Context: an optimization exercise on an open-source flow, tuned for small area. The choices shown serve that exercise and are no tape-out recipe.
In this exercise RTL edits were held to simulation tests only and were not proved equivalent to the original.
Power figures rest on the tool's default switching activity, not on a simulated workload.

==> ember: inputs <==
Design Segway, start of the top module:
module Segway(clk,RST_n,LED,INERT_SS_n,INERT_MOSI,
              INERT_SCLK,INERT_MISO,A2D_SS_n,A2D_MOSI,A2D_SCLK,
			  A2D_MISO,PWM_rev_rght,PWM_frwrd_rght,PWM_rev_lft,
			  PWM_frwrd_lft,piezo_n,piezo,INT,RX);
clock: 20.0 ns
lec_check: 0
abc_area: 1
cap_margin: 20
core_margin: 2
core_utilization: 40
place_density: 0.6
slew_margin: 20
run.sh (not shown) runs the stock make flow with config.mk's settings and CLKGATE_MAP_FILE= SYNTH_SCRIPT=/design/flow/synth_recipe.tcl, a recipe that flattens the netlist after the stock synthesis.
==> lagoon (differences from ember) <==
--- a/flow/config.mk
+++ b/flow/config.mk
@@ -7,3 +7,2 @@
 export LEC_CHECK = 0
-export ABC_AREA = 1
 export CAP_MARGIN = 20
==> comparison <==
- ember passed the timing, design-rule and antenna checks. lagoon completed with no timing, DRC or antenna violations.
- Sequential power is about the same in ember and lagoon.
- In lagoon the worst setup slack is lower than in ember, by 0.70 ns.
- In lagoon the power is smaller than in ember, by 4.7%.
- Against lagoon, the clock power of ember is higher by 8.4%.
- Between ember and lagoon, the lower sequential share of layout area is in ember (gap 0.53 points).
- Between lagoon and ember, the lower critical path depth is in ember (gap 14).
- Non-clock buffer count: ember is lower than lagoon (5).
- Between ember and lagoon, the lower via count is in lagoon (gap about 11%, measured against lagoon).
- Against ember, the die area of lagoon is smaller by about 2%.
- Worst hold slack: lagoon is lower than ember (0.037 ns).
- In lagoon the register-to-register slack is worse than in ember, by 0.96 ns.
==> figures <==
Effective utilization at floorplan: lagoon 0.404; ember 0.404
Path depth of the worst reg2reg path: lagoon 53; ember 64
Worst slack at placement: lagoon 6.91 ns; ember 7.92 ns
Count of inserted tapcells: lagoon 1144; ember 1155
Average cell area after synthesis: lagoon 9.13 um2; ember 7.84 um2
Fraction of layout instances using a drive strength above 1: lagoon 0.0625; ember 0.0402
Peak supply drop: lagoon 70.9 uV; ember 54.2 uV
Worst hold slack: lagoon 0.309 ns; ember 0.346 ns
Top-area cell type share of the netlist area: lagoon 0.261; ember 0.256
Area fraction in compound gates after synthesis: lagoon 0.134; ember 0.119
Origin of the worst setup path: lagoon inert_intf_DUT.iINT.ptch_int[26]$_DFFE_PN0P_; ember a2d_intf_DUT.RGHT.rght_data_out[2]$_DFFE_PN0P_
Post-Synth Adder-Cell Area: lagoon 0.254; ember 0.248
Multiplexer fraction of the synthesized cell area: lagoon 0.0484; ember 0.000320
Clk Latency, worst-skew pair: lagoon 0.61 ns; ember 0.60 ns
Count of multi-input combinational gates: lagoon 2836; ember 3208
Multi-input gate share of total cell area: lagoon 0.609; ember 0.580
Largest net degree at the start of global routing: lagoon 97; ember 79
Logic gate share of total power: lagoon 0.029; ember 0.034
Combined area of the multi-input logic cells: lagoon 22800 um2; ember 22200 um2
Critical path peak fanout: lagoon 21; ember 27
Buffer share of cell area: lagoon 0.0117; ember 0.0107
Status: lagoon timing/DRC/antenna clean; ember timing/DRC/antenna clean
Row count: lagoon 107; ember 108

* * *

==> inputs of run a <==
Another version of the RTL of Segway (not shown whole).
Settings: LEC_CHECK=0, CAP_MARGIN=20, CORE_MARGIN=2, CORE_UTILIZATION=40, CTS_BUF_LIST=sky130_fd_sc_hd__clkbuf_8, CTS_CLUSTER_DIAMETER=80, CTS_CLUSTER_SIZE=16, PLACE_DENSITY=0.6, SLEW_MARGIN=20; clock period 20.0 ns.
standard.sh (not shown) runs the stock make flow with config.mk's settings and CLKGATE_MAP_FILE= SYNTH_SCRIPT=/design/flow/synth_recipe.tcl, a recipe that flattens the netlist after the stock synthesis.
==> flow/flow/run.sh <==
#!/bin/bash
# The standard layout (the standard.sh, unchanged synthesis, floorplan,
# placement and routing), with clock tree synthesis told not to add dummy
# loads.  Each tool's output stays in the ORFS logs under orfs/logs.
set -euo pipefail
bash standard.sh \
  "CTS_ARGS=-sink_clustering_enable -repair_clock_nets -sink_clustering_size 16 -sink_clustering_max_diameter 80 -buf_list sky130_fd_sc_hd__clkbuf_8 -dont_use_dummy_load" \
  finish > standard.log 2>&1
==> run b: changes against run a <==
- CORE_UTILIZATION: 40 -> 60
- PLACE_DENSITY: 0.6 -> 0.75
==> run c: changes against run a <==
--- a/flow/design.v
+++ b/flow/design.v
@@ -9,20 +9,19 @@
   end else begin
     out1 <= 1'b1;
     rst_n <= out1;
   end
 endmodule
-module SPI_mstr16(clk, rst_n, wrt, MISO, SS_n, SCLK, busy, front, shft, bit_cnt, sclk_cnt, MISO_smpl, first_smpl);
+module SPI_mstr16(clk, rst_n, wrt, MISO, SS_n, SCLK, busy, front, smpl, bit_cnt, sclk_cnt, first_smpl);
 input clk, rst_n, wrt, MISO;
 output SS_n;
 output SCLK;
 output busy;			 
 output front;			 
-output reg shft;		 
+output smpl;			 
 output reg [3:0] bit_cnt;
 output [4:0] sclk_cnt;		 
-output reg MISO_smpl;
 output reg first_smpl;		 
 localparam IDLE = 2'd0, FRONT = 2'd1, GO = 2'd2, BACK = 2'd3;
 reg [1:0] state, nxt_state;
 reg [4:0] sclk_div;
 reg en_SCLK;
@@ -31,11 +30,12 @@
 rc_inc #(9) u_cinc(.a({bit_cnt, sclk_div}), .ci(1'b1), .s(cnt_inc), .co(cnt_co));
 wire sclk_all1 = &sclk_div;
 wire bit_all1 = &bit_cnt;
 assign SCLK = sclk_div[4];
 assign sclk_cnt = sclk_div;
-wire smpl = ~sclk_div[4] & (&sclk_div[3:0]);
+assign smpl = ~sclk_div[4] & (&sclk_div[3:0]);
+reg shft;
 wire shft_nxt = sclk_all1;
 assign busy = (state != IDLE);
 assign SS_n = ~busy;
 assign front = (state == FRONT);
 always @(posedge clk, negedge rst_n)
@@ -53,18 +53,15 @@
 always @(posedge clk)
 	if(SS_n)
 		{bit_cnt, sclk_div[3:0]} <= 8'hF7;
 	else if(en_SCLK)
 		{bit_cnt, sclk_div[3:0]} <= {cnt_inc[8:5], cnt_inc[3:0]};
-always @(posedge clk)
-	if(smpl)
-		MISO_smpl <= MISO;
 always @(posedge clk, negedge rst_n)
 	if(!rst_n)
 		first_smpl <= 1'b0;
-	else if(shft & (state == GO) & (bit_cnt == 4'h0))
-		first_smpl <= MISO_smpl;
+	else if(smpl & (state == GO) & (bit_cnt == 4'h0))
+		first_smpl <= MISO;
 always @* begin
 	nxt_state = state;
 	shft = 1'b0;
 	en_SCLK = 1'b0;
 	case(state)
@@ -94,19 +91,19 @@
 input clk, rst_n, nxt;
 input MISO;
 output reg [11:0] lft_ld, rght_ld;
 output batt_low;
 output a2d_SS_n, SCLK, MOSI;
-wire busy, shft, MISO_smpl, first_smpl;
+wire busy, smpl, first_smpl;
 wire [3:0] bit_cnt;
 reg wrt, update;
 reg [1:0] rnd_cnt;
 reg [11:0] rd;		 
 reg batt11;		 
 wire done = ~busy;
 SPI_mstr16 SPI(.clk(clk), .rst_n(rst_n), .wrt(wrt), .MISO(MISO), .SS_n(a2d_SS_n), .SCLK(SCLK),
-		.busy(busy), .front(), .shft(shft), .bit_cnt(bit_cnt), .sclk_cnt(), .MISO_smpl(MISO_smpl), .first_smpl(first_smpl));
+		.busy(busy), .front(), .smpl(smpl), .bit_cnt(bit_cnt), .sclk_cnt(), .first_smpl(first_smpl));
 wire [2:0] chnl = {rnd_cnt[0] | rnd_cnt[1], 1'b0, rnd_cnt[1]};
 reg cmd_bit;
 always @* begin
 	case(bit_cnt)
 	  4'd2: cmd_bit = chnl[2];
@@ -115,12 +112,12 @@
 	  default: cmd_bit = 1'b0;
 	endcase
 end
 assign MOSI = busy ? cmd_bit : first_smpl;
 always @(posedge clk)
-	if(shft)
-		rd <= {rd[10:0], MISO_smpl};
+	if(smpl)
+		rd <= {rd[10:0], MISO};
 always @(posedge clk, negedge rst_n)
 	if(!rst_n)
 		rnd_cnt <= 2'b00;
 	else if(update)
 		rnd_cnt <= {rnd_cnt[0], ~rnd_cnt[0] & ~rnd_cnt[1]};
@@ -442,15 +439,15 @@
   localparam INIT1 = 4'd0, INIT2 = 4'd1, INIT3 = 4'd2, INIT4 = 4'd3, WAIT = 4'd4,
 	     RD1 = 4'd5, RD2 = 4'd6, RD3 = 4'd7, RD4 = 4'd8;
   reg [3:0] state, nxt_state;
   wire done = ~busy & (state != INIT1);
   reg wrt;
-  wire busy, front, shft, MISO_smpl, first_smpl;
+  wire busy, front, smpl, first_smpl;
   wire [3:0] bit_cnt;
   wire [4:0] sclk_cnt;
   SPI_mstr16 iSPI(.clk(clk), .rst_n(rst_n), .wrt(wrt), .MISO(MISO), .SS_n(SS_n), .SCLK(SCLK),
-		  .busy(busy), .front(front), .shft(shft), .bit_cnt(bit_cnt), .sclk_cnt(sclk_cnt), .MISO_smpl(MISO_smpl), .first_smpl(first_smpl));
+		  .busy(busy), .front(front), .smpl(smpl), .bit_cnt(bit_cnt), .sclk_cnt(sclk_cnt), .first_smpl(first_smpl));
   inertial_integrator iINT(.clk(clk), .rst_n(rst_n), .vld(vld), .ld_cmp((state == RD3) & done),
 			   .cmp_en(state == RD4), .sclk_cnt(sclk_cnt), .bit_cnt(bit_cnt),
 			   .ptch_rt({ptchH, ptchL}), .AZ({rd, AZL}), .ptch(ptch));
   reg [15:0] cip;
   always @* begin
@@ -466,12 +463,12 @@
       default: cip = 16'h0D02;
     endcase
   end
   assign MOSI = busy ? cip[front ? 4'hF : ~bit_cnt] : first_smpl;
   always @(posedge clk)
-    if(shft)
-      rd <= {rd[6:0], MISO_smpl};
+    if(smpl)
+      rd <= {rd[6:0], MISO};
   always_ff@(posedge clk) begin
     INT1 <= INT;
     INT_stable <= INT1;
   end
   always_ff@(posedge clk, negedge rst_n)
@@ -550,18 +547,15 @@
   wire [6:0] d = dd[9] ? (&dd[8:6] ? dd[6:0] : 7'h40) :
 			 (|dd[8:6] ? 7'h3F : dd[6:0]);
   wire [11:0] I = full_integrator[13:2];
   wire [14:0] pid;
   pid_sum u_pid(.e(e), .d(d), .I(I), .y(pid));
-  wire [11:0] dif = ld_cell_diff;
-  wire [14:0] D8 = {{6{dif[11]}}, dif[11:3]};
-  wire nz = |dif[2:0];
-  wire neg = dif[11] & (|dif[10:0]);
-  wire [14:0] st_l = en_steer ? (neg ? D8 : ~D8) : 15'h0;
-  wire [14:0] st_r = en_steer ? (neg ? ~D8 : D8) : 15'h0;
-  wire ci_l = en_steer & (neg ? nz : 1'b1);
-  wire ci_r = en_steer & neg & ~nz;
+  wire [8:0] st = ld_cell_diff[11:3];
+  wire [14:0] st_l = en_steer ? ~{{6{st[8]}}, st} : 15'h0;	 
+  wire [14:0] st_r = en_steer ?  {{6{st[8]}}, st} : 15'h0;
+  wire ci_l = en_steer;
+  wire ci_r = 1'b0;
   wire [14:0] tl, tr;
   wire tl_co, tr_co;
   rc_add #(15) u_tl(.a(pid), .b(st_l), .ci(ci_l), .s(tl), .co(tl_co));
   rc_add #(15) u_tr(.a(pid), .b(st_r), .ci(ci_r), .s(tr), .co(tr_co));
   wire [10:0] lspd_n, rspd_n;
@@ -688,17 +682,18 @@
   wire [11:0] dif;
   wire dif_co;
   rc_add #(12) u_dif(.a(lft_load), .b(~rght_load), .ci(1'b1), .s(dif), .co(dif_co));
   wire sgn = dif[11];
   wire [11:0] dif_oc = dif ^ {12{sgn}};
-  assign load_cell_diff = dif;	 
+  wire abs_co;
+  rc_inc #(12) u_abs(.a(dif_oc), .ci(sgn), .s(load_cell_diff), .co(abs_co));
   wire diff_gt_1_4;
-  rc_carry #(12) u_c14(.a(dif_oc), .b(~{1'b0, sum[12:2]}), .ci(sgn), .co(diff_gt_1_4));
+  rc_carry #(12) u_c14(.a(load_cell_diff), .b(~{1'b0, sum[12:2]}), .ci(1'b0), .co(diff_gt_1_4));
   wire [8:0] q = sum[12:4];
   wire [11:0] y_lo;
   wire y_co;
-  rc_add #(12) u_y(.a(dif_oc), .b({3'b000, q}), .ci(sgn), .s(y_lo), .co(y_co));
+  rc_add #(12) u_y(.a(load_cell_diff), .b({3'b000, q}), .ci(1'b0), .s(y_lo), .co(y_co));
   wire [12:0] y = {y_co, y_lo};
   wire diff_gt_15_16;
   rc_carry #(9) u_c1516(.a(y[12:4]), .b(~q), .ci(|y[3:0]), .co(diff_gt_15_16));
   always_ff@(posedge clk, negedge rst_n)
     if(!rst_n)
==> flow/flow/run.sh (replaced) <==
#!/bin/bash
# The standard layout (standard.sh) with three changes:
#  1. after the standard synthesis, the combinational cells (all but the
#     flip-flops, adder cells and tie cells) are re-mapped by ABC with an
#     area-leaning script (resynth.tcl, abc_resynth.script);
#  2. clock tree synthesis adds no dummy loads;
#  3. the port buffers use the smallest buffer cell.
# Each tool's output goes to a log file in this folder (and ORFS's own logs).
set -euo pipefail
R=$PWD/orfs/results/$FLOW_PLATFORM/Segway/base
bash standard.sh synth > standard_synth.log 2>&1
cp $R/1_2_yosys.v $R/1_2_yosys_std.v
RESYNTH_RESULTS=$R yosys -c flow/resynth.tcl > resynth.log 2>&1
rm -f $R/1_synth.odb $R/1_synth.sdc
bash standard.sh \
  "CTS_ARGS=-sink_clustering_enable -repair_clock_nets -sink_clustering_size 16 -sink_clustering_max_diameter 80 -buf_list sky130_fd_sc_hd__clkbuf_8 -dont_use_dummy_load" \
  "BUFFER_PORTS_ARGS=-buffer_cell sky130_fd_sc_hd__buf_1" \
  finish > standard.log 2>&1
==> flow/flow/abc_resynth.script (new file) <==
&get -n
&st
&dch
&nf -R 1000
&st
&dch -f
&nf -R 1000
&st
&dch -f
&nf -R 1000
&st
&dch -f
&nf -R 1000
&put
==> flow/flow/resynth.tcl (new file) <==
# Re-map the combinational logic of the standard synthesis with an
# area-leaning ABC script.  Flip-flops, full adders and tie cells of the
# standard netlist are kept as they are (same instances, names and cell
# types); every other cell is read as its liberty function and re-mapped.
set lib $::env(FLOW_HOME)/platforms/sky130hd/lib/sky130_fd_sc_hd__tt_025C_1v80.lib
set res $::env(RESYNTH_RESULTS)
yosys read_liberty -ignore_miss_func $lib
foreach c {conb_1 dfrtp_1 dfrtp_2 dfrtp_4 dfstp_1 dfstp_2 dfstp_4 dfxtp_1 dfxtp_2 dfxtp_4 edfxtp_1 fa_1 fa_2 fa_4 dfrbp_1 dfrbp_2 dfsbp_1 dfsbp_2 dfxbp_1 dfxbp_2 edfxbp_1 dlxtp_1} {
  yosys setattr -mod -set blackbox 1 sky130_fd_sc_hd__$c
}
yosys read_verilog $res/1_2_yosys_std.v
yosys hierarchy -top $::env(FLOW_TOP)
yosys tee -o resynth_before.txt stat -liberty $lib
yosys flatten
# nets named after the flattened cells' pins are internal
yosys rename -hide w:_*
yosys opt_clean -purge
set f [open abc.constr w]
puts $f "set_driving_cell sky130_fd_sc_hd__buf_1"
puts $f "set_load 5"
close $f
yosys abc -script [file normalize flow/abc_resynth.script] -liberty $lib -constr [file normalize abc.constr] \
  -dont_use sky130_fd_sc_hd__probe_p_8 -dont_use sky130_fd_sc_hd__probec_p_8 -dont_use sky130_fd_sc_hd__lpflow_*
yosys splitnets
yosys opt_clean -purge
# as ORFS: buffer nets that go straight from a cell or input to an output port
yosys insbuf -buf sky130_fd_sc_hd__buf_4 A X
yosys tee -o resynth_after.txt stat -liberty $lib
yosys write_verilog -noattr -nohex -nodec $res/1_2_yosys.v
- GPL_TIMING_DRIVEN: not set -> 0
==> results.txt <==
Initial Utilization=0.406; sequential area share after synthesis=0.358; status=timing/DRC/antenna clean; critical path capture point=balance_ctrl_DUT.lft_ge_f$_DFF_P_; setup ws final=0.786 ns; fin crit share=0.961; mux contribution to synthesized area=0.0368; global-route met1 utilization=0.208; Die Wd=222 um; syn_nets=2141; average size of a mapped cell=between 10 and 15 um2; Psw=approximately 220 uW; Die Y=between 200 and 250 um; Pwr Total=around 940 uW; Sw Ratio=0.237; register area=around 6800 um2
[end of results for run a]
==> results.txt <==
syn_nets=approximately 1800; Initial Utilization=0.405; critical path buffer and inverter count=9; average size of a mapped cell=9.95 um2; fraction of layout cells with a size suffix above 1=0.0477; Die Wd=approximately 210 um; global-route met1 utilization=0.208; status=timing/DRC/antenna clean; vias in the first global route=roughly 12000; Sw Ratio=0.234; Die Y=approximately 210 um; Pwr Total=around 920 uW; fin crit share=0.945; Psw=about 220 uW; routed len/inst=14.6 um
[end of results for run c]
==> results.txt <==
register area=between 6000 and 7000 um2; global-route met1 utilization=0.295; status=timing/DRC/antenna clean; setup ws final=0.782 ns; Die Wd=~180 um; fin crit share=0.961; Pwr Total=936 uW; Initial Utilization=0.605; Psw=between 200 and 250 uW; Die Y=between 150 and 200 um; critical path capture point=balance_ctrl_DUT.rght_ge_f$_DFF_P_; average size of a mapped cell=approximately 10 um2; syn_nets=roughly 2100; mux contribution to synthesized area=0.0368
[end of results for run b]

[separate check: timing with driven ports]
The results above use ideal ports. As a check the final layouts listed here were re-extracted and re-timed, cells and wires unchanged. Step 1 assumes that a clkbuf_16 drives the clock port and a buf_2 every other input. Step 2 also shifts input and output timing later by t, the mid clock arrival at the registers, as if the neighbouring blocks saw the same clock. Slacks: ideal ports / drivers / drivers and shift; pairs: ideal ports / drivers.
| run | t (ns) | setup WS [ns] | worst setup path after step 2 | worst slew at a driven data input, ns | cell pins on the clock port's net |
|---|---|---|---|---|---|
| ember | 0.654 | 7.546 / 7.482 / 7.809 | register to register | 0.04 | 1 |
| lagoon | 0.665 | 6.851 / 6.851 / 6.851 | register to register | 0.03 | 1 |
| run a | 0.614 | 0.786 / 0.786 / 0.786 | register to register | 0.04 | 1 |
| run b | 0.597 | 0.782 / 0.782 / 0.782 | register to register | 0.03 | 1 |
| run c | 0.606 | 1.097 / 1.097 / 1.097 | register to register | 0.03 | 1 |
After both steps every run listed still meets setup and hold.
